This is an optimization exercise on Yosys and OpenROAD, whose aim is small area, not a production implementation.
The RTL was checked by simulation tests, not by an equivalence proof against the original design.

Setup of P:
Design dk_walk, start of the top module:
module dk_walk #(
    parameter CLOCK_RATE = 1000000,
    parameter SAMPLE_RATE = 96000
)(
    input clk,
    input I_RSTn,
    input audio_clk_en,
    input walk_en,
    output reg signed[15:0] out
);
Settings: LEC_CHECK=0, ABC_AREA=1, CAP_MARGIN=20, CORE_MARGIN=2, CORE_UTILIZATION=70, SLEW_MARGIN=20; clock period 30.0 ns.
standard.sh (not shown) runs the stock make flow with config.mk's settings and CLKGATE_MAP_FILE= SYNTH_SCRIPT=/design/flow/synth_recipe.tcl, a recipe that flattens the netlist after the stock synthesis.
==> flow/flow/run.sh <==
#!/bin/bash
# Layout flow: the standard synthesis; then netlist passes that keep
# every register and the logic function: a full-adder polarity pass
# (flow/polopt.py) and an area re-mapping of the other combinational cells
# with ABC (flow/reabc.py), repeated for eight rounds, keeping the smallest
# netlist; a yosys equivalence proof against the standard netlist
# (flow/equiv.sh) decides whether it is used. Then the standard ORFS steps,
# with clock tree synthesis told not to add dummy loads and small port
# buffers (buf_1).
# Each step writes its own log here.
set -uo pipefail
R=orfs/results/${FLOW_PLATFORM}/dk_walk/base
L=orfs/logs/${FLOW_PLATFORM}/dk_walk/base
LIBF=${FLOW_HOME}/platforms/${FLOW_PLATFORM}/lib/sky130_fd_sc_hd__tt_025C_1v80.lib
Y=${FLOW_HOME}/../tools/install/yosys/bin/yosys
[ -x "$Y" ] || Y=yosys

bash standard.sh synth > synth.log 2>&1 || exit 1
cp "$R/1_2_yosys.v" yosys_standard.v

best=yosys_standard.v
best_area=999999999
prev=yosys_standard.v
S1="strash;dch -f;map -a;topo;dnsize"
S2="strash;dch -f;&get -n;&nf -R 1000 -p;&put;topo;dnsize"
for r in 1 2 3 4 5 6 7 8; do
    if [ $((r % 2)) -eq 1 ]; then S="$S2"; else S="$S1"; fi
    python3 flow/polopt.py "$prev" round${r}_pol.v > round${r}_polopt.log 2>&1 || break
    python3 flow/reabc.py round${r}_pol.v round${r}.v "$L/1_2_yosys.log" "$Y" "$LIBF" "$S" > round${r}_reabc.log 2>&1 || break
    a=$(grep "Chip area" round${r}_reabc.log | tail -1 | awk '{printf "%d", $NF * 1000}')
    echo "round $r: area $a" >> rounds.log
    if [ -n "$a" ] && [ "$a" -lt "$best_area" ]; then best_area=$a; best=round${r}.v; fi
    prev=round${r}.v
done
echo "best: $best" >> rounds.log

if [ "$best" != yosys_standard.v ]; then
    if bash flow/equiv.sh yosys_standard.v "$best" "$Y" "$LIBF" > equiv.log 2>&1; then
        cp "$best" "$R/1_2_yosys.v"
        echo "using $best" >> equiv.log
    else
        echo "equivalence not proven, keeping the standard netlist" >> equiv.log
    fi
fi

bash standard.sh finish \
    "CTS_ARGS=-sink_clustering_enable -repair_clock_nets -sink_clustering_size 10 -sink_clustering_max_diameter 40 -buf_list sky130_fd_sc_hd__clkbuf_4 -dont_use_dummy_load" \
    "BUFFER_PORTS_ARGS=-buffer_cell sky130_fd_sc_hd__buf_1" \
    > finish.log 2>&1
Other scripts of this flow, unchanged in this note and not shown: flow/flow/equiv.sh, flow/flow/polopt.py, flow/flow/reabc.py
P finished all stages; the layout is clean.
Modified inputs, Q compared to P
diff --git a/flow/flow/run.sh b/flow/flow/run.sh
--- a/flow/flow/run.sh
+++ b/flow/flow/run.sh
@@ -5 +5 @@
-# with ABC (flow/reabc.py), repeated for eight rounds, keeping the smallest
+# with ABC (flow/reabc.py), repeated for five rounds, keeping the smallest
@@ -26 +26 @@
-for r in 1 2 3 4 5 6 7 8; do
+for r in 1 2 3 4 5; do
### Flow results
Diff P -> Q: setup slack after layout was more or less identical; die area was more or less identical; fraction of standard cell area in multi-input logic was more or less identical.
From P to Q, post-route cell area did not move at all.
Critical path depth: Q vs P identical
From P to Q, layout filler cell count did not move at all.
Diff Q..P | initial detailed-routing violation count | unchanged
Q against P: final non-filler cell total held; first-pass GRT wire length closely matched the old numbers; number of nets with antenna violations after detailed routing comparable; clock buffer instance count of the final layout now sits at about the same level.

## static timing again, ports no longer ideal
No port has a modelled driver above. Below, the same layouts with a new extraction and two added sets of constraints. Step 1: set_driving_cell puts a clkbuf_16 on clk and a buf_2 on each other input, an assumption about the parent block. Step 2 moves the port delays by t, midway between the first and last clock arrival at a register: inputs arrive t later, outputs are due t later. That takes back most of the time a late clock gives input paths. Three values: no drivers, after step 1, after step 2; two values: the first two.
run	t (ns)	slack for setup (ns)	slew at the worst register clock pin (ns)	cell pins on the clock port's net
P	0.734	5.910 / 5.910 / 5.910	0.11 / 0.11	1
Q	0.734	5.910 / 5.910 / 5.910	0.11 / 0.11	1
After both steps every run listed still meets setup and hold.
